From an optimization exercise on the open Yosys and OpenROAD flow, aimed at small area and a short achievable clock period; shortcuts taken in it are not production practice.
The RTL was checked by simulation tests, not by an equivalence proof against the original design.
Power and IR drop assume default switching activity.

--- flow/flow/run.sh ---
#!/bin/bash
# Layout: the standard flow (standard.sh) with two changes to how it is
# built, none to what is built or measured:
#  - the port buffers that global placement inserts are plain buf_1 cells
#    (repair_timing still resizes any that timing needs);
#  - clock tree synthesis runs with the settings of config.mk
#    (CTS_CLUSTER_SIZE 50, CTS_CLUSTER_DIAMETER 60) but inserts no dummy
#    load cells.
# All tool output goes to standard_flow.log here; ORFS's per-step logs stay
# under orfs/logs/.
set -euo pipefail
export BUFFER_PORTS_ARGS="-buffer_cell sky130_fd_sc_hd__buf_1"
export CTS_ARGS="-sink_clustering_enable -repair_clock_nets -sink_clustering_size 50 -sink_clustering_max_diameter 60 -dont_use_dummy_load"
bash standard.sh > standard_flow.log 2>&1
--- flow/design.v ---
module multiplier_logic (
    input  wire        clk,
    input  wire        rst_n,
    input  wire [15:0] a,
    input  wire [15:0] b,
    output reg  [31:0] y
);
  reg r1_a0;
  reg r1_a1;
  reg r1_a2;
  reg r1_a3;
  reg r1_a4;
  reg r1_a5;
  reg r1_a6;
  reg r1_a7;
  reg r1_a8;
  reg r1_a9;
  reg r1_a10;
  reg r1_a11;
  reg r1_a12;
  reg r1_a13;
  reg r1_a14;
  reg r1_a15;
  reg r1_b15;
  reg r1_one1;
  reg r1_two2;
  reg r1_neg3;
  reg r1_one4;
  reg r1_two5;
  reg r1_neg6;
  reg r1_one7;
  reg r1_two8;
  reg r1_neg9;
  reg r1_one10;
  reg r1_two11;
  reg r1_neg12;
  reg r1_one13;
  reg r1_two14;
  reg r1_neg15;
  reg r1_one16;
  reg r1_two17;
  reg r1_neg18;
  reg r1_one19;
  reg r1_two20;
  reg r1_neg21;
  reg r1_one22;
  reg r1_two23;
  reg r1_neg24;
  reg r2_s193;
  reg r2_s195;
  reg r2_s199;
  reg r2_c200;
  reg r2_s201;
  reg r2_p63;
  reg r2_s203;
  reg r2_c202;
  reg r2_c204;
  reg r2_s205;
  reg r2_s207;
  reg r2_s209;
  reg r2_c210;
  reg r2_s213;
  reg r2_c214;
  reg r2_s219;
  reg r2_c218;
  reg r2_s221;
  reg r2_c220;
  reg r2_s223;
  reg r2_s227;
  reg r2_c224;
  reg r2_s229;
  reg r2_s233;
  reg r2_c230;
  reg r2_s235;
  reg r2_c236;
  reg r2_s241;
  reg r2_s243;
  reg r2_s245;
  reg r2_s247;
  reg r2_c242;
  reg r2_c244;
  reg r2_s249;
  reg r2_s253;
  reg r2_s255;
  reg r2_c250;
  reg r2_s257;
  reg r2_s261;
  reg r2_c258;
  reg r2_s263;
  reg r2_s265;
  reg r2_s269;
  reg r2_s271;
  reg r2_c264;
  reg r2_c266;
  reg r2_s273;
  reg r2_s279;
  reg r2_c274;
  reg r2_s281;
  reg r2_s283;
  reg r2_c282;
  reg r2_c284;
  reg r2_s291;
  reg r2_s293;
  reg r2_s297;
  reg r2_c292;
  reg r2_c294;
  reg r2_s299;
  reg r2_s301;
  reg r2_c300;
  reg r2_c302;
  reg r2_s307;
  reg r2_s309;
  reg r2_s311;
  reg r2_s313;
  reg r2_c308;
  reg r2_c310;
  reg r2_s315;
  reg r2_s317;
  reg r2_s319;
  reg r2_c316;
  reg r2_s321;
  reg r2_s325;
  reg r2_c322;
  reg r2_s327;
  reg r2_s331;
  reg r2_c328;
  reg r2_s333;
  reg r2_c332;
  reg r2_s335;
  reg r2_c334;
  reg r2_s337;
  reg r2_s339;
  reg r2_c338;
  reg r2_s341;
  reg r2_c342;
  reg r2_s345;
  reg r2_c346;
  reg r2_s349;
  reg r2_c348;
  reg r2_s351;
  reg r2_c350;
  reg r2_c352;
  reg r2_s353;
  reg r2_s355;
  reg r3_r2_s193;
  reg r3_r2_s195;
  reg r3_r2_s199;
  reg r3_s357;
  reg r3_s361;
  reg r3_s365;
  reg r3_c366;
  reg r3_s367;
  reg r3_r2_c210;
  reg r3_r2_s213;
  reg r3_c368;
  reg r3_r2_c214;
  reg r3_r2_s219;
  reg r3_r2_s223;
  reg r3_s369;
  reg r3_c370;
  reg r3_s371;
  reg r3_c372;
  reg r3_s373;
  reg r3_c374;
  reg r3_s375;
  reg r3_s377;
  reg r3_s379;
  reg r3_c380;
  reg r3_s383;
  reg r3_c384;
  reg r3_s387;
  reg r3_s393;
  reg r3_c392;
  reg r3_s397;
  reg r3_c394;
  reg r3_c398;
  reg r3_s401;
  reg r3_s407;
  reg r3_c406;
  reg r3_s411;
  reg r3_c408;
  reg r3_s417;
  reg r3_c416;
  reg r3_s421;
  reg r3_c418;
  reg r3_s425;
  reg r3_c424;
  reg r3_s427;
  reg r3_c426;
  reg r3_s431;
  reg r3_s435;
  reg r3_s437;
  reg r3_c436;
  reg r3_s439;
  reg r3_s441;
  reg r3_c440;
  reg r3_s443;
  reg r3_r2_s355;
  reg r3_c444;
  wire one1 = b[0] ^ 1'b0;
  wire two2 = (b[1] & ~b[0] & ~1'b0) | (~b[1] & b[0] & 1'b0);
  wire neg3 = b[1];
  wire one4 = b[2] ^ b[1];
  wire two5 = (b[3] & ~b[2] & ~b[1]) | (~b[3] & b[2] & b[1]);
  wire neg6 = b[3];
  wire one7 = b[4] ^ b[3];
  wire two8 = (b[5] & ~b[4] & ~b[3]) | (~b[5] & b[4] & b[3]);
  wire neg9 = b[5];
  wire one10 = b[6] ^ b[5];
  wire two11 = (b[7] & ~b[6] & ~b[5]) | (~b[7] & b[6] & b[5]);
  wire neg12 = b[7];
  wire one13 = b[8] ^ b[7];
  wire two14 = (b[9] & ~b[8] & ~b[7]) | (~b[9] & b[8] & b[7]);
  wire neg15 = b[9];
  wire one16 = b[10] ^ b[9];
  wire two17 = (b[11] & ~b[10] & ~b[9]) | (~b[11] & b[10] & b[9]);
  wire neg18 = b[11];
  wire one19 = b[12] ^ b[11];
  wire two20 = (b[13] & ~b[12] & ~b[11]) | (~b[13] & b[12] & b[11]);
  wire neg21 = b[13];
  wire one22 = b[14] ^ b[13];
  wire two23 = (b[15] & ~b[14] & ~b[13]) | (~b[15] & b[14] & b[13]);
  wire neg24 = b[15];
  wire p25 = ((r1_one1 & r1_a0) | (r1_two2 & 1'b0)) ^ r1_neg3;
  wire p26 = ((r1_one1 & r1_a1) | (r1_two2 & r1_a0)) ^ r1_neg3;
  wire p27 = ((r1_one1 & r1_a2) | (r1_two2 & r1_a1)) ^ r1_neg3;
  wire p28 = ((r1_one1 & r1_a3) | (r1_two2 & r1_a2)) ^ r1_neg3;
  wire p29 = ((r1_one1 & r1_a4) | (r1_two2 & r1_a3)) ^ r1_neg3;
  wire p30 = ((r1_one1 & r1_a5) | (r1_two2 & r1_a4)) ^ r1_neg3;
  wire p31 = ((r1_one1 & r1_a6) | (r1_two2 & r1_a5)) ^ r1_neg3;
  wire p32 = ((r1_one1 & r1_a7) | (r1_two2 & r1_a6)) ^ r1_neg3;
  wire p33 = ((r1_one1 & r1_a8) | (r1_two2 & r1_a7)) ^ r1_neg3;
  wire p34 = ((r1_one1 & r1_a9) | (r1_two2 & r1_a8)) ^ r1_neg3;
  wire p35 = ((r1_one1 & r1_a10) | (r1_two2 & r1_a9)) ^ r1_neg3;
  wire p36 = ((r1_one1 & r1_a11) | (r1_two2 & r1_a10)) ^ r1_neg3;
  wire p37 = ((r1_one1 & r1_a12) | (r1_two2 & r1_a11)) ^ r1_neg3;
  wire p38 = ((r1_one1 & r1_a13) | (r1_two2 & r1_a12)) ^ r1_neg3;
  wire p39 = ((r1_one1 & r1_a14) | (r1_two2 & r1_a13)) ^ r1_neg3;
  wire p40 = ((r1_one1 & r1_a15) | (r1_two2 & r1_a14)) ^ r1_neg3;
  wire p41 = ((r1_one1 & 1'b0) | (r1_two2 & r1_a15)) ^ r1_neg3;
  wire ns42 = ~r1_neg3;
  wire ng43 = r1_neg3;
  wire p44 = ((r1_one4 & r1_a0) | (r1_two5 & 1'b0)) ^ r1_neg6;
  wire p45 = ((r1_one4 & r1_a1) | (r1_two5 & r1_a0)) ^ r1_neg6;
  wire p46 = ((r1_one4 & r1_a2) | (r1_two5 & r1_a1)) ^ r1_neg6;
  wire p47 = ((r1_one4 & r1_a3) | (r1_two5 & r1_a2)) ^ r1_neg6;
  wire p48 = ((r1_one4 & r1_a4) | (r1_two5 & r1_a3)) ^ r1_neg6;
  wire p49 = ((r1_one4 & r1_a5) | (r1_two5 & r1_a4)) ^ r1_neg6;
  wire p50 = ((r1_one4 & r1_a6) | (r1_two5 & r1_a5)) ^ r1_neg6;
  wire p51 = ((r1_one4 & r1_a7) | (r1_two5 & r1_a6)) ^ r1_neg6;
  wire p52 = ((r1_one4 & r1_a8) | (r1_two5 & r1_a7)) ^ r1_neg6;
  wire p53 = ((r1_one4 & r1_a9) | (r1_two5 & r1_a8)) ^ r1_neg6;
  wire p54 = ((r1_one4 & r1_a10) | (r1_two5 & r1_a9)) ^ r1_neg6;
  wire p55 = ((r1_one4 & r1_a11) | (r1_two5 & r1_a10)) ^ r1_neg6;
  wire p56 = ((r1_one4 & r1_a12) | (r1_two5 & r1_a11)) ^ r1_neg6;
  wire p57 = ((r1_one4 & r1_a13) | (r1_two5 & r1_a12)) ^ r1_neg6;
  wire p58 = ((r1_one4 & r1_a14) | (r1_two5 & r1_a13)) ^ r1_neg6;
  wire p59 = ((r1_one4 & r1_a15) | (r1_two5 & r1_a14)) ^ r1_neg6;
  wire p60 = ((r1_one4 & 1'b0) | (r1_two5 & r1_a15)) ^ r1_neg6;
  wire ns61 = ~r1_neg6;
  wire ng62 = r1_neg6;
  wire p63 = ((r1_one7 & r1_a0) | (r1_two8 & 1'b0)) ^ r1_neg9;
  wire p64 = ((r1_one7 & r1_a1) | (r1_two8 & r1_a0)) ^ r1_neg9;
  wire p65 = ((r1_one7 & r1_a2) | (r1_two8 & r1_a1)) ^ r1_neg9;
  wire p66 = ((r1_one7 & r1_a3) | (r1_two8 & r1_a2)) ^ r1_neg9;
  wire p67 = ((r1_one7 & r1_a4) | (r1_two8 & r1_a3)) ^ r1_neg9;
  wire p68 = ((r1_one7 & r1_a5) | (r1_two8 & r1_a4)) ^ r1_neg9;
  wire p69 = ((r1_one7 & r1_a6) | (r1_two8 & r1_a5)) ^ r1_neg9;
  wire p70 = ((r1_one7 & r1_a7) | (r1_two8 & r1_a6)) ^ r1_neg9;
  wire p71 = ((r1_one7 & r1_a8) | (r1_two8 & r1_a7)) ^ r1_neg9;
  wire p72 = ((r1_one7 & r1_a9) | (r1_two8 & r1_a8)) ^ r1_neg9;
  wire p73 = ((r1_one7 & r1_a10) | (r1_two8 & r1_a9)) ^ r1_neg9;
  wire p74 = ((r1_one7 & r1_a11) | (r1_two8 & r1_a10)) ^ r1_neg9;
  wire p75 = ((r1_one7 & r1_a12) | (r1_two8 & r1_a11)) ^ r1_neg9;
  wire p76 = ((r1_one7 & r1_a13) | (r1_two8 & r1_a12)) ^ r1_neg9;
  wire p77 = ((r1_one7 & r1_a14) | (r1_two8 & r1_a13)) ^ r1_neg9;
  wire p78 = ((r1_one7 & r1_a15) | (r1_two8 & r1_a14)) ^ r1_neg9;
  wire p79 = ((r1_one7 & 1'b0) | (r1_two8 & r1_a15)) ^ r1_neg9;
  wire ns80 = ~r1_neg9;
  wire ng81 = r1_neg9;
  wire p82 = ((r1_one10 & r1_a0) | (r1_two11 & 1'b0)) ^ r1_neg12;
  wire p83 = ((r1_one10 & r1_a1) | (r1_two11 & r1_a0)) ^ r1_neg12;
  wire p84 = ((r1_one10 & r1_a2) | (r1_two11 & r1_a1)) ^ r1_neg12;
  wire p85 = ((r1_one10 & r1_a3) | (r1_two11 & r1_a2)) ^ r1_neg12;
  wire p86 = ((r1_one10 & r1_a4) | (r1_two11 & r1_a3)) ^ r1_neg12;
  wire p87 = ((r1_one10 & r1_a5) | (r1_two11 & r1_a4)) ^ r1_neg12;
  wire p88 = ((r1_one10 & r1_a6) | (r1_two11 & r1_a5)) ^ r1_neg12;
  wire p89 = ((r1_one10 & r1_a7) | (r1_two11 & r1_a6)) ^ r1_neg12;
  wire p90 = ((r1_one10 & r1_a8) | (r1_two11 & r1_a7)) ^ r1_neg12;
  wire p91 = ((r1_one10 & r1_a9) | (r1_two11 & r1_a8)) ^ r1_neg12;
  wire p92 = ((r1_one10 & r1_a10) | (r1_two11 & r1_a9)) ^ r1_neg12;
  wire p93 = ((r1_one10 & r1_a11) | (r1_two11 & r1_a10)) ^ r1_neg12;
  wire p94 = ((r1_one10 & r1_a12) | (r1_two11 & r1_a11)) ^ r1_neg12;
  wire p95 = ((r1_one10 & r1_a13) | (r1_two11 & r1_a12)) ^ r1_neg12;
  wire p96 = ((r1_one10 & r1_a14) | (r1_two11 & r1_a13)) ^ r1_neg12;
  wire p97 = ((r1_one10 & r1_a15) | (r1_two11 & r1_a14)) ^ r1_neg12;
  wire p98 = ((r1_one10 & 1'b0) | (r1_two11 & r1_a15)) ^ r1_neg12;
  wire ns99 = ~r1_neg12;
  wire ng100 = r1_neg12;
  wire p101 = ((r1_one13 & r1_a0) | (r1_two14 & 1'b0)) ^ r1_neg15;
  wire p102 = ((r1_one13 & r1_a1) | (r1_two14 & r1_a0)) ^ r1_neg15;
  wire p103 = ((r1_one13 & r1_a2) | (r1_two14 & r1_a1)) ^ r1_neg15;
  wire p104 = ((r1_one13 & r1_a3) | (r1_two14 & r1_a2)) ^ r1_neg15;
  wire p105 = ((r1_one13 & r1_a4) | (r1_two14 & r1_a3)) ^ r1_neg15;
  wire p106 = ((r1_one13 & r1_a5) | (r1_two14 & r1_a4)) ^ r1_neg15;
  wire p107 = ((r1_one13 & r1_a6) | (r1_two14 & r1_a5)) ^ r1_neg15;
  wire p108 = ((r1_one13 & r1_a7) | (r1_two14 & r1_a6)) ^ r1_neg15;
  wire p109 = ((r1_one13 & r1_a8) | (r1_two14 & r1_a7)) ^ r1_neg15;
  wire p110 = ((r1_one13 & r1_a9) | (r1_two14 & r1_a8)) ^ r1_neg15;
  wire p111 = ((r1_one13 & r1_a10) | (r1_two14 & r1_a9)) ^ r1_neg15;
  wire p112 = ((r1_one13 & r1_a11) | (r1_two14 & r1_a10)) ^ r1_neg15;
  wire p113 = ((r1_one13 & r1_a12) | (r1_two14 & r1_a11)) ^ r1_neg15;
  wire p114 = ((r1_one13 & r1_a13) | (r1_two14 & r1_a12)) ^ r1_neg15;
  wire p115 = ((r1_one13 & r1_a14) | (r1_two14 & r1_a13)) ^ r1_neg15;
  wire p116 = ((r1_one13 & r1_a15) | (r1_two14 & r1_a14)) ^ r1_neg15;
  wire p117 = ((r1_one13 & 1'b0) | (r1_two14 & r1_a15)) ^ r1_neg15;
  wire ns118 = ~r1_neg15;
  wire ng119 = r1_neg15;
  wire p120 = ((r1_one16 & r1_a0) | (r1_two17 & 1'b0)) ^ r1_neg18;
  wire p121 = ((r1_one16 & r1_a1) | (r1_two17 & r1_a0)) ^ r1_neg18;
  wire p122 = ((r1_one16 & r1_a2) | (r1_two17 & r1_a1)) ^ r1_neg18;
  wire p123 = ((r1_one16 & r1_a3) | (r1_two17 & r1_a2)) ^ r1_neg18;
  wire p124 = ((r1_one16 & r1_a4) | (r1_two17 & r1_a3)) ^ r1_neg18;
  wire p125 = ((r1_one16 & r1_a5) | (r1_two17 & r1_a4)) ^ r1_neg18;
  wire p126 = ((r1_one16 & r1_a6) | (r1_two17 & r1_a5)) ^ r1_neg18;
  wire p127 = ((r1_one16 & r1_a7) | (r1_two17 & r1_a6)) ^ r1_neg18;
  wire p128 = ((r1_one16 & r1_a8) | (r1_two17 & r1_a7)) ^ r1_neg18;
  wire p129 = ((r1_one16 & r1_a9) | (r1_two17 & r1_a8)) ^ r1_neg18;
  wire p130 = ((r1_one16 & r1_a10) | (r1_two17 & r1_a9)) ^ r1_neg18;
  wire p131 = ((r1_one16 & r1_a11) | (r1_two17 & r1_a10)) ^ r1_neg18;
  wire p132 = ((r1_one16 & r1_a12) | (r1_two17 & r1_a11)) ^ r1_neg18;
  wire p133 = ((r1_one16 & r1_a13) | (r1_two17 & r1_a12)) ^ r1_neg18;
  wire p134 = ((r1_one16 & r1_a14) | (r1_two17 & r1_a13)) ^ r1_neg18;
  wire p135 = ((r1_one16 & r1_a15) | (r1_two17 & r1_a14)) ^ r1_neg18;
  wire p136 = ((r1_one16 & 1'b0) | (r1_two17 & r1_a15)) ^ r1_neg18;
  wire ns137 = ~r1_neg18;
  wire ng138 = r1_neg18;
  wire p139 = ((r1_one19 & r1_a0) | (r1_two20 & 1'b0)) ^ r1_neg21;
  wire p140 = ((r1_one19 & r1_a1) | (r1_two20 & r1_a0)) ^ r1_neg21;
  wire p141 = ((r1_one19 & r1_a2) | (r1_two20 & r1_a1)) ^ r1_neg21;
  wire p142 = ((r1_one19 & r1_a3) | (r1_two20 & r1_a2)) ^ r1_neg21;
  wire p143 = ((r1_one19 & r1_a4) | (r1_two20 & r1_a3)) ^ r1_neg21;
  wire p144 = ((r1_one19 & r1_a5) | (r1_two20 & r1_a4)) ^ r1_neg21;
  wire p145 = ((r1_one19 & r1_a6) | (r1_two20 & r1_a5)) ^ r1_neg21;
  wire p146 = ((r1_one19 & r1_a7) | (r1_two20 & r1_a6)) ^ r1_neg21;
  wire p147 = ((r1_one19 & r1_a8) | (r1_two20 & r1_a7)) ^ r1_neg21;
  wire p148 = ((r1_one19 & r1_a9) | (r1_two20 & r1_a8)) ^ r1_neg21;
  wire p149 = ((r1_one19 & r1_a10) | (r1_two20 & r1_a9)) ^ r1_neg21;
  wire p150 = ((r1_one19 & r1_a11) | (r1_two20 & r1_a10)) ^ r1_neg21;
  wire p151 = ((r1_one19 & r1_a12) | (r1_two20 & r1_a11)) ^ r1_neg21;
  wire p152 = ((r1_one19 & r1_a13) | (r1_two20 & r1_a12)) ^ r1_neg21;
  wire p153 = ((r1_one19 & r1_a14) | (r1_two20 & r1_a13)) ^ r1_neg21;
  wire p154 = ((r1_one19 & r1_a15) | (r1_two20 & r1_a14)) ^ r1_neg21;
  wire p155 = ((r1_one19 & 1'b0) | (r1_two20 & r1_a15)) ^ r1_neg21;
  wire ns156 = ~r1_neg21;
  wire ng157 = r1_neg21;
  wire p158 = ((r1_one22 & r1_a0) | (r1_two23 & 1'b0)) ^ r1_neg24;
  wire p159 = ((r1_one22 & r1_a1) | (r1_two23 & r1_a0)) ^ r1_neg24;
  wire p160 = ((r1_one22 & r1_a2) | (r1_two23 & r1_a1)) ^ r1_neg24;
  wire p161 = ((r1_one22 & r1_a3) | (r1_two23 & r1_a2)) ^ r1_neg24;
  wire p162 = ((r1_one22 & r1_a4) | (r1_two23 & r1_a3)) ^ r1_neg24;
  wire p163 = ((r1_one22 & r1_a5) | (r1_two23 & r1_a4)) ^ r1_neg24;
  wire p164 = ((r1_one22 & r1_a6) | (r1_two23 & r1_a5)) ^ r1_neg24;
  wire p165 = ((r1_one22 & r1_a7) | (r1_two23 & r1_a6)) ^ r1_neg24;
  wire p166 = ((r1_one22 & r1_a8) | (r1_two23 & r1_a7)) ^ r1_neg24;
  wire p167 = ((r1_one22 & r1_a9) | (r1_two23 & r1_a8)) ^ r1_neg24;
  wire p168 = ((r1_one22 & r1_a10) | (r1_two23 & r1_a9)) ^ r1_neg24;
  wire p169 = ((r1_one22 & r1_a11) | (r1_two23 & r1_a10)) ^ r1_neg24;
  wire p170 = ((r1_one22 & r1_a12) | (r1_two23 & r1_a11)) ^ r1_neg24;
  wire p171 = ((r1_one22 & r1_a13) | (r1_two23 & r1_a12)) ^ r1_neg24;
  wire p172 = ((r1_one22 & r1_a14) | (r1_two23 & r1_a13)) ^ r1_neg24;
  wire p173 = ((r1_one22 & r1_a15) | (r1_two23 & r1_a14)) ^ r1_neg24;
  wire p174 = ((r1_one22 & 1'b0) | (r1_two23 & r1_a15)) ^ r1_neg24;
  wire ns175 = ~r1_neg24;
  wire ng176 = r1_neg24;
  wire p177 = r1_a0 & r1_b15;
  wire p178 = r1_a1 & r1_b15;
  wire p179 = r1_a2 & r1_b15;
  wire p180 = r1_a3 & r1_b15;
  wire p181 = r1_a4 & r1_b15;
  wire p182 = r1_a5 & r1_b15;
  wire p183 = r1_a6 & r1_b15;
  wire p184 = r1_a7 & r1_b15;
  wire p185 = r1_a8 & r1_b15;
  wire p186 = r1_a9 & r1_b15;
  wire p187 = r1_a10 & r1_b15;
  wire p188 = r1_a11 & r1_b15;
  wire p189 = r1_a12 & r1_b15;
  wire p190 = r1_a13 & r1_b15;
  wire p191 = r1_a14 & r1_b15;
  wire p192 = r1_a15 & r1_b15;
  wire s193 = ng43 ^ p25;
  wire c194 = ng43 & p25;
  wire s195 = p26 ^ c194;
  wire c196 = p26 & c194;
  wire s197, c198;
  mult_fa u_s197 (.x(p44), .y(ng62), .z(p27), .s(s197), .c(c198));
  wire s199 = c196 ^ s197;
  wire c200 = c196 & s197;
  wire s201, c202;
  mult_fa u_s201 (.x(c198), .y(p28), .z(p45), .s(s201), .c(c202));
  wire s203, c204;
  mult_fa u_s203 (.x(p46), .y(ng81), .z(p29), .s(s203), .c(c204));
  wire s205, c206;
  mult_fa u_s205 (.x(p64), .y(p30), .z(p47), .s(s205), .c(c206));
  wire s207, c208;
  mult_fa u_s207 (.x(p48), .y(ng100), .z(p31), .s(s207), .c(c208));
  wire s209, c210;
  mult_fa u_s209 (.x(c206), .y(p65), .z(p82), .s(s209), .c(c210));
  wire s211, c212;
  mult_fa u_s211 (.x(p66), .y(p32), .z(p49), .s(s211), .c(c212));
  wire s213, c214;
  mult_fa u_s213 (.x(s211), .y(p83), .z(c208), .s(s213), .c(c214));
  wire s215, c216;
  mult_fa u_s215 (.x(p33), .y(ng119), .z(p101), .s(s215), .c(c216));
  wire s217, c218;
  mult_fa u_s217 (.x(p84), .y(p50), .z(p67), .s(s217), .c(c218));
  wire s219, c220;
  mult_fa u_s219 (.x(s217), .y(c212), .z(s215), .s(s219), .c(c220));
  wire s221, c222;
  mult_fa u_s221 (.x(p51), .y(p102), .z(p34), .s(s221), .c(c222));
  wire s223, c224;
  mult_fa u_s223 (.x(c216), .y(p68), .z(p85), .s(s223), .c(c224));
  wire s225, c226;
  mult_fa u_s225 (.x(p120), .y(ng138), .z(p103), .s(s225), .c(c226));
  wire s227, c228;
  mult_fa u_s227 (.x(p69), .y(p35), .z(p52), .s(s227), .c(c228));
  wire s229, c230;
  mult_fa u_s229 (.x(s225), .y(p86), .z(c222), .s(s229), .c(c230));
  wire s231, c232;
  mult_fa u_s231 (.x(p36), .y(p104), .z(p121), .s(s231), .c(c232));
  wire s233, c234;
  mult_fa u_s233 (.x(p87), .y(p53), .z(p70), .s(s233), .c(c234));
  wire s235, c236;
  mult_fa u_s235 (.x(s231), .y(c226), .z(c228), .s(s235), .c(c236));
  wire s237, c238;
  mult_fa u_s237 (.x(p122), .y(ng157), .z(p105), .s(s237), .c(c238));
  wire s239, c240;
  mult_fa u_s239 (.x(p54), .y(p139), .z(p37), .s(s239), .c(c240));
  wire s241, c242;
  mult_fa u_s241 (.x(c232), .y(p71), .z(p88), .s(s241), .c(c242));
  wire s243, c244;
  mult_fa u_s243 (.x(s239), .y(c234), .z(s237), .s(s243), .c(c244));
  wire s245, c246;
  mult_fa u_s245 (.x(p140), .y(p106), .z(p123), .s(s245), .c(c246));
  wire s247, c248;
  mult_fa u_s247 (.x(p72), .y(p38), .z(p55), .s(s247), .c(c248));
  wire s249, c250;
  mult_fa u_s249 (.x(c240), .y(p89), .z(c238), .s(s249), .c(c250));
  wire s251, c252;
  mult_fa u_s251 (.x(p124), .y(ng176), .z(p107), .s(s251), .c(c252));
  wire s253, c254;
  mult_fa u_s253 (.x(p39), .y(p141), .z(p158), .s(s253), .c(c254));
  wire s255, c256;
  mult_fa u_s255 (.x(p90), .y(p56), .z(p73), .s(s255), .c(c256));
  wire s257, c258;
  mult_fa u_s257 (.x(s251), .y(c246), .z(c248), .s(s257), .c(c258));
  wire s259, c260;
  mult_fa u_s259 (.x(p142), .y(p108), .z(p125), .s(s259), .c(c260));
  wire s261, c262;
  mult_fa u_s261 (.x(p57), .y(p159), .z(p40), .s(s261), .c(c262));
  wire s263, c264;
  mult_fa u_s263 (.x(c252), .y(p74), .z(p91), .s(s263), .c(c264));
  wire s265, c266;
  mult_fa u_s265 (.x(s259), .y(c254), .z(c256), .s(s265), .c(c266));
  wire s267, c268;
  mult_fa u_s267 (.x(p126), .y(p177), .z(p109), .s(s267), .c(c268));
  wire s269, c270;
  mult_fa u_s269 (.x(p41), .y(p143), .z(p160), .s(s269), .c(c270));
  wire s271, c272;
  mult_fa u_s271 (.x(p92), .y(p58), .z(p75), .s(s271), .c(c272));
  wire s273, c274;
  mult_fa u_s273 (.x(s267), .y(c260), .z(c262), .s(s273), .c(c274));
  wire s275, c276;
  mult_fa u_s275 (.x(p178), .y(1'b1), .z(ns42), .s(s275), .c(c276));
  wire s277, c278;
  mult_fa u_s277 (.x(p144), .y(p110), .z(p127), .s(s277), .c(c278));
  wire s279, c280;
  mult_fa u_s279 (.x(p76), .y(p161), .z(p59), .s(s279), .c(c280));
  wire s281, c282;
  mult_fa u_s281 (.x(c268), .y(p93), .z(s275), .s(s281), .c(c282));
  wire s283, c284;
  mult_fa u_s283 (.x(s277), .y(c270), .z(c272), .s(s283), .c(c284));
  wire s285, c286;
  mult_fa u_s285 (.x(p111), .y(1'b1), .z(p179), .s(s285), .c(c286));
  wire s287, c288;
  mult_fa u_s287 (.x(p162), .y(p128), .z(p145), .s(s287), .c(c288));
  wire s289, c290;
  mult_fa u_s289 (.x(p94), .y(p60), .z(p77), .s(s289), .c(c290));
  wire s291, c292;
  mult_fa u_s291 (.x(c280), .y(c276), .z(c278), .s(s291), .c(c292));
  wire s293, c294;
  mult_fa u_s293 (.x(s289), .y(s285), .z(s287), .s(s293), .c(c294));
  wire s295, c296;
  mult_fa u_s295 (.x(p112), .y(ns61), .z(p180), .s(s295), .c(c296));
  wire s297, c298;
  mult_fa u_s297 (.x(p163), .y(p129), .z(p146), .s(s297), .c(c298));
  wire s299, c300;
  mult_fa u_s299 (.x(c286), .y(p78), .z(p95), .s(s299), .c(c300));
  wire s301, c302;
  mult_fa u_s301 (.x(s295), .y(c288), .z(c290), .s(s301), .c(c302));
  wire s303, c304;
  mult_fa u_s303 (.x(p113), .y(1'b1), .z(p181), .s(s303), .c(c304));
  wire s305, c306;
  mult_fa u_s305 (.x(p164), .y(p130), .z(p147), .s(s305), .c(c306));
  wire s307, c308;
  mult_fa u_s307 (.x(c296), .y(p79), .z(p96), .s(s307), .c(c308));
  wire s309, c310;
  mult_fa u_s309 (.x(s305), .y(c298), .z(s303), .s(s309), .c(c310));
  wire s311, c312;
  mult_fa u_s311 (.x(p114), .y(ns80), .z(p182), .s(s311), .c(c312));
  wire s313, c314;
  mult_fa u_s313 (.x(p165), .y(p131), .z(p148), .s(s313), .c(c314));
  wire s315, c316;
  mult_fa u_s315 (.x(c306), .y(p97), .z(c304), .s(s315), .c(c316));
  wire s317, c318;
  mult_fa u_s317 (.x(p115), .y(1'b1), .z(p183), .s(s317), .c(c318));
  wire s319, c320;
  mult_fa u_s319 (.x(p166), .y(p132), .z(p149), .s(s319), .c(c320));
  wire s321, c322;
  mult_fa u_s321 (.x(c314), .y(p98), .z(c312), .s(s321), .c(c322));
  wire s323, c324;
  mult_fa u_s323 (.x(p116), .y(ns99), .z(p184), .s(s323), .c(c324));
  wire s325, c326;
  mult_fa u_s325 (.x(p167), .y(p133), .z(p150), .s(s325), .c(c326));
  wire s327, c328;
  mult_fa u_s327 (.x(s323), .y(c318), .z(c320), .s(s327), .c(c328));
  wire s329, c330;
  mult_fa u_s329 (.x(p117), .y(1'b1), .z(p185), .s(s329), .c(c330));
  wire s331, c332;
  mult_fa u_s331 (.x(p168), .y(p134), .z(p151), .s(s331), .c(c332));
  wire s333, c334;
  mult_fa u_s333 (.x(s329), .y(c324), .z(c326), .s(s333), .c(c334));
  wire s335, c336;
  mult_fa u_s335 (.x(p135), .y(ns118), .z(p186), .s(s335), .c(c336));
  wire s337, c338;
  mult_fa u_s337 (.x(c330), .y(p152), .z(p169), .s(s337), .c(c338));
  wire s339, c340;
  mult_fa u_s339 (.x(p136), .y(1'b1), .z(p187), .s(s339), .c(c340));
  wire s341, c342;
  mult_fa u_s341 (.x(c336), .y(p153), .z(p170), .s(s341), .c(c342));
  wire s343, c344;
  mult_fa u_s343 (.x(p154), .y(ns137), .z(p188), .s(s343), .c(c344));
  wire s345, c346;
  mult_fa u_s345 (.x(s343), .y(p171), .z(c340), .s(s345), .c(c346));
  wire s347, c348;
  mult_fa u_s347 (.x(p155), .y(1'b1), .z(p189), .s(s347), .c(c348));
  wire s349, c350;
  mult_fa u_s349 (.x(s347), .y(p172), .z(c344), .s(s349), .c(c350));
  wire s351, c352;
  mult_fa u_s351 (.x(p173), .y(ns156), .z(p190), .s(s351), .c(c352));
  wire s353, c354;
  mult_fa u_s353 (.x(p174), .y(1'b1), .z(p191), .s(s353), .c(c354));
  wire s355, c356;
  mult_fa u_s355 (.x(c354), .y(ns175), .z(p192), .s(s355), .c(c356));
  wire s357 = r2_c200 ^ r2_s201;
  wire c358 = r2_c200 & r2_s201;
  wire s359, c360;
  mult_fa u_s359 (.x(r2_s203), .y(r2_c202), .z(r2_p63), .s(s359), .c(c360));
  wire s361 = c358 ^ s359;
  wire c362 = c358 & s359;
  wire s363, c364;
  mult_fa u_s363 (.x(c360), .y(r2_c204), .z(r2_s205), .s(s363), .c(c364));
  wire s365 = c362 ^ s363;
  wire c366 = c362 & s363;
  wire s367, c368;
  mult_fa u_s367 (.x(c364), .y(r2_s207), .z(r2_s209), .s(s367), .c(c368));
  wire s369, c370;
  mult_fa u_s369 (.x(r2_s221), .y(r2_c218), .z(r2_c220), .s(s369), .c(c370));
  wire s371, c372;
  mult_fa u_s371 (.x(r2_s229), .y(r2_c224), .z(r2_s227), .s(s371), .c(c372));
  wire s373, c374;
  mult_fa u_s373 (.x(r2_s235), .y(r2_c230), .z(r2_s233), .s(s373), .c(c374));
  wire s375, c376;
  mult_fa u_s375 (.x(r2_s243), .y(r2_c236), .z(r2_s241), .s(s375), .c(c376));
  wire s377, c378;
  mult_fa u_s377 (.x(r2_s245), .y(r2_c242), .z(r2_c244), .s(s377), .c(c378));
  wire s379, c380;
  mult_fa u_s379 (.x(c376), .y(r2_s247), .z(r2_s249), .s(s379), .c(c380));
  wire s381, c382;
  mult_fa u_s381 (.x(r2_s255), .y(r2_c250), .z(r2_s253), .s(s381), .c(c382));
  wire s383, c384;
  mult_fa u_s383 (.x(s381), .y(r2_s257), .z(c378), .s(s383), .c(c384));
  wire s385, c386;
  mult_fa u_s385 (.x(r2_s263), .y(r2_c258), .z(r2_s261), .s(s385), .c(c386));
  wire s387, c388;
  mult_fa u_s387 (.x(s385), .y(r2_s265), .z(c382), .s(s387), .c(c388));
  wire s389, c390;
  mult_fa u_s389 (.x(r2_s269), .y(r2_c264), .z(r2_c266), .s(s389), .c(c390));
  wire s391, c392;
  mult_fa u_s391 (.x(c386), .y(r2_s271), .z(r2_s273), .s(s391), .c(c392));
  wire s393, c394;
  mult_fa u_s393 (.x(s391), .y(s389), .z(c388), .s(s393), .c(c394));
  wire s395, c396;
  mult_fa u_s395 (.x(r2_s281), .y(r2_c274), .z(r2_s279), .s(s395), .c(c396));
  wire s397, c398;
  mult_fa u_s397 (.x(s395), .y(r2_s283), .z(c390), .s(s397), .c(c398));
  wire s399, c400;
  mult_fa u_s399 (.x(r2_s291), .y(r2_c282), .z(r2_c284), .s(s399), .c(c400));
  wire s401, c402;
  mult_fa u_s401 (.x(s399), .y(r2_s293), .z(c396), .s(s401), .c(c402));
  wire s403, c404;
  mult_fa u_s403 (.x(r2_s297), .y(r2_c292), .z(r2_c294), .s(s403), .c(c404));
  wire s405, c406;
  mult_fa u_s405 (.x(c400), .y(r2_s299), .z(r2_s301), .s(s405), .c(c406));
  wire s407, c408;
  mult_fa u_s407 (.x(s405), .y(s403), .z(c402), .s(s407), .c(c408));
  wire s409, c410;
  mult_fa u_s409 (.x(r2_s307), .y(r2_c300), .z(r2_c302), .s(s409), .c(c410));
  wire s411, c412;
  mult_fa u_s411 (.x(s409), .y(r2_s309), .z(c404), .s(s411), .c(c412));
  wire s413, c414;
  mult_fa u_s413 (.x(r2_s311), .y(r2_c308), .z(r2_c310), .s(s413), .c(c414));
  wire s415, c416;
  mult_fa u_s415 (.x(c410), .y(r2_s313), .z(r2_s315), .s(s415), .c(c416));
  wire s417, c418;
  mult_fa u_s417 (.x(s415), .y(s413), .z(c412), .s(s417), .c(c418));
  wire s419, c420;
  mult_fa u_s419 (.x(r2_s319), .y(r2_c316), .z(r2_s317), .s(s419), .c(c420));
  wire s421, c422;
  mult_fa u_s421 (.x(s419), .y(r2_s321), .z(c414), .s(s421), .c(c422));
  wire s423, c424;
  mult_fa u_s423 (.x(r2_s327), .y(r2_c322), .z(r2_s325), .s(s423), .c(c424));
  wire s425, c426;
  mult_fa u_s425 (.x(c422), .y(c420), .z(s423), .s(s425), .c(c426));
  wire s427, c428;
  mult_fa u_s427 (.x(r2_s333), .y(r2_c328), .z(r2_s331), .s(s427), .c(c428));
  wire s429, c430;
  mult_fa u_s429 (.x(r2_s335), .y(r2_c332), .z(r2_c334), .s(s429), .c(c430));
  wire s431, c432;
  mult_fa u_s431 (.x(s429), .y(r2_s337), .z(c428), .s(s431), .c(c432));
  wire s433, c434;
  mult_fa u_s433 (.x(r2_s341), .y(r2_c338), .z(r2_s339), .s(s433), .c(c434));
  wire s435, c436;
  mult_fa u_s435 (.x(c432), .y(c430), .z(s433), .s(s435), .c(c436));
  wire s437, c438;
  mult_fa u_s437 (.x(c434), .y(r2_c342), .z(r2_s345), .s(s437), .c(c438));
  wire s439, c440;
  mult_fa u_s439 (.x(c438), .y(r2_c346), .z(r2_s349), .s(s439), .c(c440));
  wire s441, c442;
  mult_fa u_s441 (.x(r2_s351), .y(r2_c348), .z(r2_c350), .s(s441), .c(c442));
  wire s443, c444;
  mult_fa u_s443 (.x(c442), .y(r2_c352), .z(r2_s353), .s(s443), .c(c444));
  wire s445 = r3_c368 ^ r3_r2_c210;
  wire c446 = r3_c368 & r3_r2_c210;
  wire s447 = r3_r2_c214 ^ r3_r2_s219;
  wire c448 = r3_r2_c214 & r3_r2_s219;
  wire s449 = r3_r2_s223 ^ r3_s369;
  wire c450 = r3_r2_s223 & r3_s369;
  wire s451 = r3_c370 ^ r3_s371;
  wire c452 = r3_c370 & r3_s371;
  wire s453 = r3_c372 ^ r3_s373;
  wire c454 = r3_c372 & r3_s373;
  wire s455 = r3_c374 ^ r3_s375;
  wire c456 = r3_c374 & r3_s375;
  wire s457 = r3_s377 ^ r3_s379;
  wire c458 = r3_s377 & r3_s379;
  wire s459 = r3_c380 ^ r3_s383;
  wire c460 = r3_c380 & r3_s383;
  wire s461 = r3_c384 ^ r3_s387;
  wire c462 = r3_c384 & r3_s387;
  wire s463 = r3_c392 ^ r3_c394;
  wire c464 = r3_c392 & r3_c394;
  wire s465 = r3_c398 ^ r3_s401;
  wire c466 = r3_c398 & r3_s401;
  wire s467 = r3_c406 ^ r3_c408;
  wire c468 = r3_c406 & r3_c408;
  wire s469 = r3_c416 ^ r3_c418;
  wire c470 = r3_c416 & r3_c418;
  wire s471 = r3_c424 ^ r3_c426;
  wire c472 = r3_c424 & r3_c426;
  wire [31:0] ra = {r3_c444, r3_s443, r3_c440, r3_s439, r3_c436, r3_s435, r3_s431, r3_s427, r3_s425, r3_s421, r3_s417, r3_s411, r3_s407, c464, r3_s397, r3_s393, c460, c458, c456, c454, c452, c450, c448, c446, r3_r2_s213, r3_c366, r3_s365, r3_s361, r3_s357, r3_r2_s199, r3_r2_s195, r3_r2_s193};
  wire [31:0] rb = {r3_r2_s355, 1'b0, r3_s441, 1'b0, r3_s437, 1'b0, c472, s471, c470, s469, c468, s467, c466, s465, s463, c462, s461, s459, s457, s455, s453, s451, s449, s447, s445, r3_s367, 1'b0, 1'b0, 1'b0, 1'b0, 1'b0, 1'b0};
  wire [20:0] plo = ra[19:0] + rb[19:0];
  reg [20:0] r4_plo;
  reg [11:0] r4_ha, r4_hb;
  always @(posedge clk) begin r4_plo <= plo; r4_ha <= ra[31:20]; r4_hb <= rb[31:20]; end
  wire [12:0] phs = {r4_ha, r4_plo[20]} + {r4_hb, r4_plo[20]};
  wire [11:0] phi = phs[12:1];
  wire [31:0] prod = {phi, r4_plo[19:0]};
  always @(posedge clk) begin
    r1_a0 <= a[0];
    r1_a1 <= a[1];
    r1_a2 <= a[2];
    r1_a3 <= a[3];
    r1_a4 <= a[4];
    r1_a5 <= a[5];
    r1_a6 <= a[6];
    r1_a7 <= a[7];
    r1_a8 <= a[8];
    r1_a9 <= a[9];
    r1_a10 <= a[10];
    r1_a11 <= a[11];
    r1_a12 <= a[12];
    r1_a13 <= a[13];
    r1_a14 <= a[14];
    r1_a15 <= a[15];
    r1_b15 <= b[15];
    r1_one1 <= one1;
    r1_two2 <= two2;
    r1_neg3 <= neg3;
    r1_one4 <= one4;
    r1_two5 <= two5;
    r1_neg6 <= neg6;
    r1_one7 <= one7;
    r1_two8 <= two8;
    r1_neg9 <= neg9;
    r1_one10 <= one10;
    r1_two11 <= two11;
    r1_neg12 <= neg12;
    r1_one13 <= one13;
    r1_two14 <= two14;
    r1_neg15 <= neg15;
    r1_one16 <= one16;
    r1_two17 <= two17;
    r1_neg18 <= neg18;
    r1_one19 <= one19;
    r1_two20 <= two20;
    r1_neg21 <= neg21;
    r1_one22 <= one22;
    r1_two23 <= two23;
    r1_neg24 <= neg24;
    r2_s193 <= s193;
    r2_s195 <= s195;
    r2_s199 <= s199;
    r2_c200 <= c200;
    r2_s201 <= s201;
    r2_p63 <= p63;
    r2_s203 <= s203;
    r2_c202 <= c202;
    r2_c204 <= c204;
    r2_s205 <= s205;
    r2_s207 <= s207;
    r2_s209 <= s209;
    r2_c210 <= c210;
    r2_s213 <= s213;
    r2_c214 <= c214;
    r2_s219 <= s219;
    r2_c218 <= c218;
    r2_s221 <= s221;
    r2_c220 <= c220;
    r2_s223 <= s223;
    r2_s227 <= s227;
    r2_c224 <= c224;
    r2_s229 <= s229;
    r2_s233 <= s233;
    r2_c230 <= c230;
    r2_s235 <= s235;
    r2_c236 <= c236;
    r2_s241 <= s241;
    r2_s243 <= s243;
    r2_s245 <= s245;
    r2_s247 <= s247;
    r2_c242 <= c242;
    r2_c244 <= c244;
    r2_s249 <= s249;
    r2_s253 <= s253;
    r2_s255 <= s255;
    r2_c250 <= c250;
    r2_s257 <= s257;
    r2_s261 <= s261;
    r2_c258 <= c258;
    r2_s263 <= s263;
    r2_s265 <= s265;
    r2_s269 <= s269;
    r2_s271 <= s271;
    r2_c264 <= c264;
    r2_c266 <= c266;
    r2_s273 <= s273;
    r2_s279 <= s279;
    r2_c274 <= c274;
    r2_s281 <= s281;
    r2_s283 <= s283;
    r2_c282 <= c282;
    r2_c284 <= c284;
    r2_s291 <= s291;
    r2_s293 <= s293;
    r2_s297 <= s297;
    r2_c292 <= c292;
    r2_c294 <= c294;
    r2_s299 <= s299;
    r2_s301 <= s301;
    r2_c300 <= c300;
    r2_c302 <= c302;
    r2_s307 <= s307;
    r2_s309 <= s309;
    r2_s311 <= s311;
    r2_s313 <= s313;
    r2_c308 <= c308;
    r2_c310 <= c310;
    r2_s315 <= s315;
    r2_s317 <= s317;
    r2_s319 <= s319;
    r2_c316 <= c316;
    r2_s321 <= s321;
    r2_s325 <= s325;
    r2_c322 <= c322;
    r2_s327 <= s327;
    r2_s331 <= s331;
    r2_c328 <= c328;
    r2_s333 <= s333;
    r2_c332 <= c332;
    r2_s335 <= s335;
    r2_c334 <= c334;
    r2_s337 <= s337;
    r2_s339 <= s339;
    r2_c338 <= c338;
    r2_s341 <= s341;
    r2_c342 <= c342;
    r2_s345 <= s345;
    r2_c346 <= c346;
    r2_s349 <= s349;
    r2_c348 <= c348;
    r2_s351 <= s351;
    r2_c350 <= c350;
    r2_c352 <= c352;
    r2_s353 <= s353;
    r2_s355 <= s355;
    r3_r2_s193 <= r2_s193;
    r3_r2_s195 <= r2_s195;
    r3_r2_s199 <= r2_s199;
    r3_s357 <= s357;
    r3_s361 <= s361;
    r3_s365 <= s365;
    r3_c366 <= c366;
    r3_s367 <= s367;
    r3_r2_c210 <= r2_c210;
    r3_r2_s213 <= r2_s213;
    r3_c368 <= c368;
    r3_r2_c214 <= r2_c214;
    r3_r2_s219 <= r2_s219;
    r3_r2_s223 <= r2_s223;
    r3_s369 <= s369;
    r3_c370 <= c370;
    r3_s371 <= s371;
    r3_c372 <= c372;
    r3_s373 <= s373;
    r3_c374 <= c374;
    r3_s375 <= s375;
    r3_s377 <= s377;
    r3_s379 <= s379;
    r3_c380 <= c380;
    r3_s383 <= s383;
    r3_c384 <= c384;
    r3_s387 <= s387;
    r3_s393 <= s393;
    r3_c392 <= c392;
    r3_s397 <= s397;
    r3_c394 <= c394;
    r3_c398 <= c398;
    r3_s401 <= s401;
    r3_s407 <= s407;
    r3_c406 <= c406;
    r3_s411 <= s411;
    r3_c408 <= c408;
    r3_s417 <= s417;
    r3_c416 <= c416;
    r3_s421 <= s421;
    r3_c418 <= c418;
    r3_s425 <= s425;
    r3_c424 <= c424;
    r3_s427 <= s427;
    r3_c426 <= c426;
    r3_s431 <= s431;
    r3_s435 <= s435;
    r3_s437 <= s437;
    r3_c436 <= c436;
    r3_s439 <= s439;
    r3_s441 <= s441;
    r3_c440 <= c440;
    r3_s443 <= s443;
    r3_r2_s355 <= r2_s355;
    r3_c444 <= c444;
  end
  reg [3:0] v;
  always @(posedge clk) begin
    if (!rst_n) begin
      v <= 4'd0;
      y <= 32'd0;
    end else begin
      v <= {v[2:0], 1'b1};
      y <= v[3] ? prod : 32'd0;
    end
  end
endmodule
module mult_fa (input wire x, input wire y, input wire z, output wire s, output wire c);
  assign s = x ^ y ^ z;
  assign c = (x & y) | (x & z) | (y & z);
endmodule
--- flow/config.mk ---
export PLATFORM = sky130hd
export DESIGN_NAME = multiplier_logic
export DESIGN_NICKNAME = multiplier_logic
export VERILOG_FILES = /design/flow/design.v
export SDC_FILE = /design/flow/constraint.sdc
export NUM_CORES = 4
export LEC_CHECK = 0
export CAP_MARGIN = 20
export CORE_MARGIN = 2
export CORE_UTILIZATION = 40
export CTS_CLUSTER_DIAMETER = 60
export CTS_CLUSTER_SIZE = 50
export PLACE_DENSITY = 0.75
export SETUP_SLACK_MARGIN = 2.5
export SLEW_MARGIN = 20
export SYNTH_HIERARCHICAL = 1
export SYNTH_MINIMUM_KEEP_SIZE = 0
--- flow/constraint.sdc ---
create_clock -name core_clock -period 4.5 [get_ports {clk}]
set_input_delay 0.9000 -clock core_clock [delete_from_list [all_inputs] [get_ports {clk}]]
set_output_delay 0.9000 -clock core_clock [all_outputs]
set_load 0.01 [all_outputs]
--- flow/standard.sh ---
#!/bin/bash
# synth_recipe.tcl (not shown) runs the flow's synth.tcl, then flattens the netlist and writes it again
# the make line also repeats each setting of config.mk as NAME=value (left out here)
make -C /OpenROAD-flow-scripts/flow DESIGN_CONFIG=/design/flow/config.mk WORK_HOME=/design/flow/orfs CLKGATE_MAP_FILE= SYNTH_SCRIPT=/design/flow/synth_recipe.tcl "${@:-finish}"
==> results of run 1 <==
## per-module statistics from Yosys (local to each module, per instance)
module | cells | flops+latches | copies in the design | cell area, sq um
multiplier_logic | 896 | 269 | 1 | 9900
mult_fa | 1 | 0 | 120 | 20.0
## per-stage QoR
stage | hold slack [ns] | setup WS [ns] | total power [mW] | util | instances
after global placement | 0.311 | 2.02 | 7.01 | 0.419 | 1401
after detailed placement | 0.312 | 1.99 | 7.22 | 0.419 | 1401
after global routing | 0.303 | 2.42 | 9.99 | 0.450 | 1430
after CTS | 0.300 | 2.48 | 8.89 | 0.442 | 1424
after floorplan | 0.310 | 2.50 | 6.33 | - | 1023
final | 0.300 | 2.49 | 9.25 | 0.450 | 1430
## area by class of cell
cell class | count | area share
Sequential cell | 269 | 0.405
Tap cell | 396 | 0.0362
Clock buffer | 17 | 0.0311
Inverter | 10 | 0.00274
Multi-Input combinational cell | 653 | 0.496
Timing Repair Buffer | 85 | 0.0294
## synth_stat cells, types with 4 or more instances
cell | n | area [sq um]
nand3b_1 | 7 | 52.6
nor3_1 | 8 | 40.0
clkbuf_1 | 72 | 270
nand2b_1 | 8 | 50.1
dfxtp_1 | 269 | 5390
a211oi_1 | 5 | 37.5
ha_1 | 41 | 513
inv_1 | 10 | 37.5
xnor2_1 | 142 | 1240
a21o_1 | 7 | 52.6
o21ai_0 | 14 | 70.1
nor2_1 | 13 | 48.8
fa_1 | 122 | 2440
xor2_1 | 15 | 131
nand2_1 | 24 | 90.1
and2_1 | 20 | 125
a21oi_1 | 17 | 85.1
a22oi_1 | 122 | 916
a2111oi_0 | 4 | 35.0
and3_1 | 27 | 169
buf_2 | 17 | 85.1
nand3_1 | 4 | 20.0
## worst max-delay path, stage by stage, from the launching register on
cell	delay (ns)
dfxtp_1	0.31
ha_1	0.33
ha_4	0.29
a21o_1	0.22
a221oi_4	0.34
buf_4	0.18
nand3b_1	0.14
a21oi_1	0.08
## what timing repair did
item | in CTS | in global routing
setup endpoints to repair | 72 | 34
resized for setup | 84 | 39
setup buffers | 6 | 6
hold buffers | 0 | 0
hold endpoints to repair | 0 | 0
pin swaps | 4 | 11
## layer usage
layer	wire, um	up-vias	global-route usage	part of all wire
met5	0	-	0	0
met3	2210	63	0.0306	0.085
met2	12100	325	0.271	0.46
met1	11100	3636	0.217	0.43
met4	682	0	0.0477	0.026
li1	-	3475	-	-
## power by group
| part | total (mW) | internal [mW] | switching (mW) |
|---|---|---|---|
| clock | 1.39 | 0.672 | 0.716 |
| combinational | 4.11 | 2.02 | 2.08 |
| sequential | 3.75 | 3.26 | 0.495 |
## state kept, by name, summed over array words and instances (netlist names), 4 cells and up
| name | count |
|---|---|
| y | 32 |
| r4_plo | 21 |
| r4_ha | 12 |
| r4_hb | 9 |
| v | 4 |
## final timing paths
kind | start | end | slack [ns]
setup / recovery | r3_c370 | r4_plo[20] | 2.49
hold / removal | r2_s199 | r3_r2_s199 | 0.30
setup reg to reg | r3_c370 | r4_plo[20] | 2.49
hold reg to reg | r2_s199 | r3_r2_s199 | 0.30
## kinds of logic (layout without fill, tap and decap cells)
| kind of cell | Yosys count | count (layout) | synth area share |
|---|---|---|---|
| AND/OR/NAND/NOR | 130 | 130 | 0.0598 |
| adder cells (fa/ha/maj) | 163 | 163 | 0.240 |
| AO/OA/AOI/OAI | 194 | 194 | 0.116 |
| buffers and inverters | 101 | 112 | 0.0331 |
| multiplexers | 1 | 1 | 0.000813 |
| other | 1 | 8 | 0.000305 |
| XOR/XNOR | 157 | 157 | 0.112 |
| flip-flops | 269 | 269 | 0.438 |
==> flow_summary.yaml, run 1 <==
run_status:
  status: "finished clean"
die:
  die_w_um: 179
  core-area_sq_mm: 0.0304
  num_rows: 64
  initial_utilization: 0.404
  pin_count: 66
  die_h_um: 179
  die_area_sq_mm: 0.0322
clock_tree:
  insertion_delay_ns: 0.51
  clk_pin_slew_worst_paths_ns: 0.11
  cts-root-buf: "clkbuf_16"
  cts.sinks: 269
  cts_max_path_buffers: 3
  htree_num_levels: 1
  cts_buffers: 17
  cts_tree: "built"
placement:
  dp_hpwl_mm: 17.5
  port_buffers: 65
  gp_congestion: 0.866
  place_area_sq_mm: 0.0128
route:
  drt_iter0_drc: 685
  dr.pass1.iters: 7
  avgViaCountPerCell: 5.24
  drc: 0
  routedWlPerCell_um: 18.3
  ant_nets: 0
  vias: 7499
  drt-total-wl_mm: 26.1
worst_setup_path:
  endpoint_kind: "flop"
  start_kind: "flop"
  path_class: "flop to flop"
  cp_max_fo: 6
  critPathArrivalTime_ns: 2.35
  r2r_cells: 7
  required_ns: 4.85
layout:
  final_cell_area_sq_mm: 0.0137
  regArea_sq_mm: 0.00553
  fill_cells: 2763
  final_layout_size_suffix_gt1_frac: 0.110
  area_growth_pct: 11.2
  nets: 1233
  layout_commonest_cell: "dfxtp_1"
  insertedDiodeCount: 0
  layout_common_cells: "226 x dfxtp_1, 142 x xnor2_1, 121 x fa_1"
  multiInputGateArea_sq_mm: 0.00679
timing:
  setup_viol_count_final: 0
  relSlewSlack: 0.642
  max_freq_mhz: 498
  tns_ns: 0
  min_period_over_period: 0.446
  min_period_ns: 2.01
  rsz0062_at_grt: "true"
  worst_pin_slew_ns: 0.534
  drv_slew: 0
  finClkSkew_ns: 0.0605
  final-hold-violation-count: 0
power:
  power.density_mw_per_mm2: 676
  peakVddDrop_mv: 0.322
  leakage_nw: 5.15
synth:
  async_flop_share: 0
  synth_cell_types: 55
  ys.flop_type: "dfxtp_1"
  synth_cells: 1016
  yosys_warnings: 7
  synth_edf_count: 0
  ys_seq_area_frac: 0.438
  avgSynthCellArea_sq_um: 12.1
  synth-seq-cells: 269
  netlist_area_sq_mm: 0.0123
hold_path:
  whs_path_depth: 0
  hold_path_class: "flop to flop"
global_routing:
  grt_pass1_wl_mm: 41.3
  track_usage: 0.163
  grt_pass1_vias: 7705
  antenna_found_initial: 1
  grt_max_degree: 35
  grt_overflow: 0
flow_run:
  maxCapViolCount: 0
==> run 2: changes to the inputs <==
--- a/flow/config.mk
+++ b/flow/config.mk
@@ -11,5 +11,4 @@
 export CTS_CLUSTER_DIAMETER = 60
 export CTS_CLUSTER_SIZE = 50
-export PLACE_DENSITY = 0.75
 export SETUP_SLACK_MARGIN = 2.5
 export SLEW_MARGIN = 20
==> run 2 against run 1 <==
Compared with the run above:
- fmax rose by 2.4%
- critical endpoint is now r2_s321
- synthesized cell count did not move
- clock skew rose by 0.0021 ns
- sequential share of layout area fell by 0.70 points
- core utilization rose by 0.76 points
- clock-buffer cell count rose by 4
- register-to-register slack improved by 0.05 ns
- global-route usage fell by 0.070 points
==> flow_summary.yaml, run 2 <==
run_status:
  status: "finished clean"
clock_tree:
  cts_max_path_buffers: 3
  clk_pin_slew_worst_paths_ns: 0.10
  htree_num_levels: 1
  cts_buffers: 21
  insertion_delay_ns: 0.54
  cts.sinks: 269
  cts_tree: "built"
  cts-root-buf: "clkbuf_16"
worst_setup_path:
  path_class: "flop to flop"
  crit_path_start: "r1_a6"
  cp_max_fo: 8
  critPathArrivalTime_ns: 2.37
  required_ns: 4.91
  start_kind: "flop"
  endpoint_kind: "flop"
  reg2reg_from: "r1_a6"
global_routing:
  antenna_found_initial: 1
  grt_max_degree: 30
  grt_pass1_wl_mm: 40.8
  track_usage: 0.162
  grt_pass1_vias: 7600
  grt_overflow: 0
placement:
  place_area_sq_mm: 0.0127
  placedCellCount: 1399
  gp_congestion: 0.839
  dp_hpwl_mm: 17.1
  dp_slack_ns: 1.81
  port_buffers: 65
die:
  initial_utilization: 0.404
  pin_count: 66
  die_area_sq_mm: 0.0322
  die_h_um: 179
  num_rows: 64
  core-area_sq_mm: 0.0304
  die_w_um: 179
synth:
  synth-xor-area-share: 0.112
  netlist.area_leader.share: 0.438
  ys.flop_type: "dfxtp_1"
  synth_simple_gate_area_frac: 0.0598
  yosysMostFrequentCell: "dfxtp_1"
  ys_seq_area_frac: 0.438
  synth_edf_count: 0
  synth_top_family_by_area: "adder cells"
  netlist_area_sq_mm: 0.0123
  synth_area_leaders: "dfxtp_1 44%, fa_1 20%, xnor2_1 10%, a22oi_1 7.4%, ha_1 4.2%"
  synth_cells: 1016
  synth_compound_area_frac: 0.116
  async_flop_share: 0
  synth-seq-cells: 269
  synth_adder_area_share: 0.240
  synth_cell_types: 55
  yosys_warnings: 7
  avgSynthCellArea_sq_um: 12.1
  muxShareOfSynthArea: 0.000813
  yosys.area.top_type: "dfxtp_1"
  synth_common_cells: "269 x dfxtp_1, 142 x xnor2_1, 122 x a22oi_1, 122 x fa_1, 72 x clkbuf_1"
timing:
  max_freq_mhz: 510
  setup_viol_count_final: 0
  tns_ns: 0
  drv_slew: 0
  whs_ns: 0.302
  min_period_ns: 1.96
  min_period_over_period: 0.435
  rsz0062_at_grt: "true"
  final-hold-violation-count: 0
  finClkSkew_ns: 0.0626
  layout_setup_ws_ns: 2.54
route:
  drc: 0
  routedWlPerCell_um: 17.8
  avgViaCountPerCell: 5.09
  drt-total-wl_mm: 25.8
  vias: 7368
  dr.pass1.iters: 5
  drt_iter0_drc: 509
  ant_nets: 0
layout:
  layout_commonest_cell: "dfxtp_1"
  largest_reg_flops: 32
  nets: 1250
  insertedDiodeCount: 0
  layout_common_cells: "227 x dfxtp_1, 142 x xnor2_1, 121 x fa_1"
  final_cell_area_sq_mm: 0.0139
  top_register: "y"
  top_regs: "y: 32 flops, r4_plo: 21 flops, r4_ha: 12 flops"
  fill_cells: 2809
  layout.cells.non_filler: 1447
  post-route-util: 0.457
  final_layout_size_suffix_gt1_frac: 0.126
  area_growth_pct: 13.0
power:
  leakage_nw: 5.29
  power.density_mw_per_mm2: 669
  peakVddDrop_mv: 0.342
  power_mw: 9.31
hold_path:
  hold_path_class: "flop to flop"
  hp-start: "r2_s355"
flow_run:
  maxCapViolCount: 0
==> run 2: cell counts after synthesis <==
No cell type changed its count.
==> run 2: layout make-up <==
| type | count | area, sq um | share of cell area |
|---|---|---|---|
| clock buffers | 21 | 526 | 0.0378 |
| inverters | 10 | 37.5 | 0.00270 |
| multi-input cells | 653 | 6750 | 0.485 |
| flip-flops and latches | 269 | 5530 | 0.398 |
| well taps | 396 | 495 | 0.0356 |
| repair buffers | 98 | 571 | 0.0410 |
==> run 2: what timing repair did <==
item | CTS | global route
pin swaps | 7 | 12
hold buffers | 0 | 0
setup endpoints to repair | 74 | 34
resized for setup | 88 | 36
endpoints found under the hold margin | 0 | 0
buffers inserted | 7 | 20
==> run 2: critical path, cell delays in order (launching register included) <==
cell,delay [ns]
dfxtp_4,0.45
buf_6,0.19
buf_4,0.14
a22oi_2,0.06
xnor2_1,0.17
fa_1,0.40
fa_1,0.47
==> run 2: worst paths after layout <==
| kind | cells after the start | slack (ns) | end |
|---|---|---|---|
| max | 6 | 2.54 | r2_s321 |
| min reg2reg | 0 | 0.30 | r3_r2_s355 |
| min | 0 | 0.30 | r3_r2_s355 |
| max reg2reg | 6 | 2.54 | r2_s321 |
==> run 2: Yosys stat by module, one instance, submodules excluded <==
module / flip-flops and latches / cells / times used / area (sq um)
multiplier_logic: 269 / 896 / 1 / 9900
mult_fa: 0 / 1 / 120 / 20.0
==> run 2: logic make-up after synthesis <==
group           Yosys count
xor+xnor                157
flops                   269
compound gates          194
fa+ha+maj               163
other cells               1
simple gates            130
buf+inv                 101
mux                       1
==> run 2: routing by layer <==
metal,GRT usage,vias up,share of wire
met1,0.229,3589,0.47
met2,0.248,241,0.44
met5,0,-,0
li1,-,3497,-
met3,0.0354,41,0.074
met4,0.0521,0,0.022
==> run 2: power by group <==
part	internal, mW	switching [mW]	total [mW]
Combinational	1.99	2.00	3.99
Clock	0.821	0.768	1.59
Sequential	3.26	0.480	3.74
==> run 3: changes to the inputs <==
--- a/flow/config.mk
+++ b/flow/config.mk
@@ -8,7 +8,8 @@
 export CAP_MARGIN = 20
 export CORE_MARGIN = 2
-export CORE_UTILIZATION = 40
+export CORE_UTILIZATION = 50
 export CTS_CLUSTER_DIAMETER = 60
 export CTS_CLUSTER_SIZE = 50
+export PLACE_DENSITY = 0.7
 export SETUP_SLACK_MARGIN = 2.5
 export SLEW_MARGIN = 20
==> run 3 against run 2 <==
Compared with the run above:
- clock-buffer cell count stayed put
- synthesized cell count stayed put
- design area is 1.4% lower
- global-route usage is 3.6 points higher
- core utilization is 11 points higher
- cell count is 6.0% lower
- non-clock buffer count is 15 lower
- sequential power hardly changed
- via count is 1.2% higher
- clock power hardly changed
- critical path type unchanged
- critical endpoint is now r4_plo[18]
- highest routed layer unchanged
==> flow_summary.yaml, run 3 <==
timing:
  final-hold-violation-count: 0
  min_period_over_period: 0.447
  rsz0062_at_grt: "true"
  tns_ns: 0
  drv_slew: 0
  max_freq_mhz: 497
  layout_setup_ws_ns: 2.49
  finClkSkew_ns: 0.0861
  whs_ns: 0.304
  min_period_ns: 2.01
  setup_viol_count_final: 0
hold_path:
  hold_path_class: "flop to flop"
  whs_endpoint: "r3_r2_s219"
  hp-start: "r2_s219"
  whs_path_depth: 0
synth:
  avgSynthCellArea_sq_um: 12.1
  synth_edf_count: 0
  yosysMostFrequentCell: "dfxtp_1"
  synth-seq-cells: 269
  async_flop_share: 0
  yosys_warnings: 7
  synth_common_cells: "269 x dfxtp_1, 142 x xnor2_1, 122 x a22oi_1, 122 x fa_1, 72 x clkbuf_1"
  ys_seq_area_frac: 0.438
  ys.flop_type: "dfxtp_1"
  yosys.area.top_type: "dfxtp_1"
  synth_cells: 1016
  synth_cell_types: 55
  netlist.area_leader.share: 0.438
  synth_area_leaders: "dfxtp_1 44%, fa_1 20%, xnor2_1 10%, a22oi_1 7.4%, ha_1 4.2%"
  netlist_area_sq_mm: 0.0123
clock_tree:
  cts-root-buf: "clkbuf_16"
  htree_num_levels: 1
  cts_hold_buf: 0
  cts_buffers: 21
  cts.sinks: 269
  clk_pin_slew_worst_paths_ns: 0.10
  cts_max_path_buffers: 3
  cts_tree: "built"
  insertion_delay_ns: 0.55
global_routing:
  grt_pass1_vias: 7771
  antenna_found_initial: 0
  grt_overflow: 0
  grt_pass1_wl_mm: 41.4
  grt_max_degree: 35
  track_usage: 0.198
flow_run:
  maxCapViolCount: 0
power:
  power.density_mw_per_mm2: 688
  leakage_nw: 5.20
  clockPowerShare: 0.166
  peakVddDrop_mv: 0.313
  swShare: 0.351
  power.share.sequential: 0.398
  comb_power_share: 0.436
  power.internal_mw: 6.13
  p_switching_mw: 3.31
  power_mw: 9.44
die:
  num_rows: 57
  die_area_sq_mm: 0.0259
  die_w_um: 161
  pin_count: 66
  die_h_um: 161
  core-area_sq_mm: 0.0242
  initial_utilization: 0.507
worst_setup_path:
  critPathBufInv: 0
  rrSetupSlack_ns: 2.49
  required_ns: 4.89
  cp_cell_sequence: "ha_4 > fa_2 > a21o_1 > a221oi_4 > and4b_1 > a211oi_2"
  path_depth: 6
  start_kind: "flop"
  path_class: "flop to flop"
  crit_family: "compound AO/OA/AOI/OAI gates"
  slowest_delay_ns: 0.34
  r2r_cells: 6
  rr_endpoint: "r4_plo[18]"
  critPathArrivalTime_ns: 2.40
  cp_max_fo: 3
  slowest_stage: "dfxtp_2"
  endpoint_kind: "flop"
  reg2reg_from: "r3_r2_c210"
layout:
  top_regs: "y: 32 flops, r4_plo: 21 flops, r4_ha: 12 flops"
  final_layout_size_suffix_gt1_frac: 0.117
  final_cell_area_sq_mm: 0.0137
  top_register: "y"
  nets: 1235
  largest_reg_flops: 32
  insertedDiodeCount: 0
  layout.cells.non_filler: 1360
  layout_common_cells: "228 x dfxtp_1, 142 x xnor2_1, 122 x a22oi_1"
  fill_cells: 2005
  layout_commonest_cell: "dfxtp_1"
  post-route-util: 0.566
  area_growth_pct: 11.5
placement:
  dp_slack_ns: 1.86
  place_area_sq_mm: 0.0126
  port_buffers: 65
  dp_hpwl_mm: 16.3
  gp_congestion: 0.874
  placedCellCount: 1325
route:
  drt_iter0_drc: 532
  avgViaCountPerCell: 5.48
  ant_nets: 0
  vias: 7459
  drc: 0
  drt-total-wl_mm: 25.0
  dr.pass1.iters: 5
  routedWlPerCell_um: 18.4
run_status:
  status: "finished clean"
## run 3: cell counts after synthesis
No cell type changed its count.
## run 3: final cells by class
| cell class | count | area, sq um | area share |
|---|---|---|---|
| Clock buffer | 21 | 526 | 0.0383 |
| Inverter | 10 | 37.5 | 0.00274 |
| Multi-Input combinational cell | 653 | 6830 | 0.497 |
| Sequential cell | 269 | 5530 | 0.403 |
| Tap cell | 324 | 405 | 0.0295 |
| Timing Repair Buffer | 83 | 394 | 0.0287 |
## run 3: layer usage
layer  up-vias  global-route usage  share of wire
met5         -                   0              0
met4         0              0.0572          0.022
met1      3616               0.271           0.43
li1       3467                   -              -
met3        50              0.0457          0.091
met2       326               0.318           0.45
## run 3: worst reg2reg max path: stages, from the launching register on
cell	delay (ns)
dfxtp_2	0.34
ha_4	0.24
fa_2	0.34
a21o_1	0.22
a221oi_4	0.33
and4b_1	0.24
a211oi_2	0.14
## run 3: power by group through the flow
stage | Sequential, mW | Clock [mW] | Combinational [mW]
after floorplan | 3.56 | 0 | 2.77
after global placement | 3.77 | 0 | 3.31
after detailed placement | 3.80 | 0 | 3.42
after CTS | 3.76 | 1.61 | 3.72
after global routing | 3.84 | 1.71 | 4.65
final | 3.76 | 1.57 | 4.12
## run 3: worst max path at each step
stage	start	to	slack (ns)
3_3_place_gp	rst_n	y[29]	1.93
4_1_cts	r1_two14	r2_s309	2.50
6_report	r3_r2_c210	r4_plo[18]	2.49
3_5_place_dp	rst_n	y[27]	1.86
5_1_grt	r3_r2_c210	r4_plo[18]	2.41
2_1_floorplan	r1_a10	r2_s235	2.50
## run 3: per-module statistics from Yosys, one instance, submodules excluded
module,flops+latches,cell area [sq um]
mult_fa,0,20.0
multiplier_logic,269,9900
## run 3: cell families (layout without fill, tap and decap cells)
logic type,Yosys count,in the layout,share of synthesized area
buf+inv,101,114,0.0331
flops,269,269,0.438
mux,1,1,0.000813
fa+ha+maj,163,163,0.240
other cells,1,8,0.000305
compound gates,194,194,0.116
simple gates,130,130,0.0598
xor+xnor,157,157,0.112
## run 3: what timing repair did
action                                  in CTS  in global routing
resized for setup                           90                 41
pin swaps                                    5                  5
buffers inserted                             1                 13
endpoints found under the setup margin      81                 32

separate check: timing with driven ports:
No port has a modelled driver above. Below, the same layouts with a new extraction and two added sets of constraints.
Step 1 assumes that a clkbuf_16 drives the clock port and a buf_2 every other input.
Step 2, shift: input delay + t, output delay - t, t = (earliest + latest rising clock arrival at the registers) / 2. This alone moves slack from input paths to output paths.
Three values: ideal, step 1, step 2; two values: the first two.
run | t (ns) | setup WS [ns] | worst setup path after step 2 | pins driven straight from the clock port
run 1 | 0.532 | 2.494 / 2.494 / 2.305 | input to register | 1
run 2 | 0.553 | 2.541 / 2.541 / 2.262 | input to register | 1
run 3 | 0.553 | 2.488 / 2.488 / 2.223 | input to register | 1
After both steps setup and hold are still met in every run listed. For run 2, which loses most, drivers alone change the setup slack by 0.000 ns; drivers and shift together by -0.279 ns.
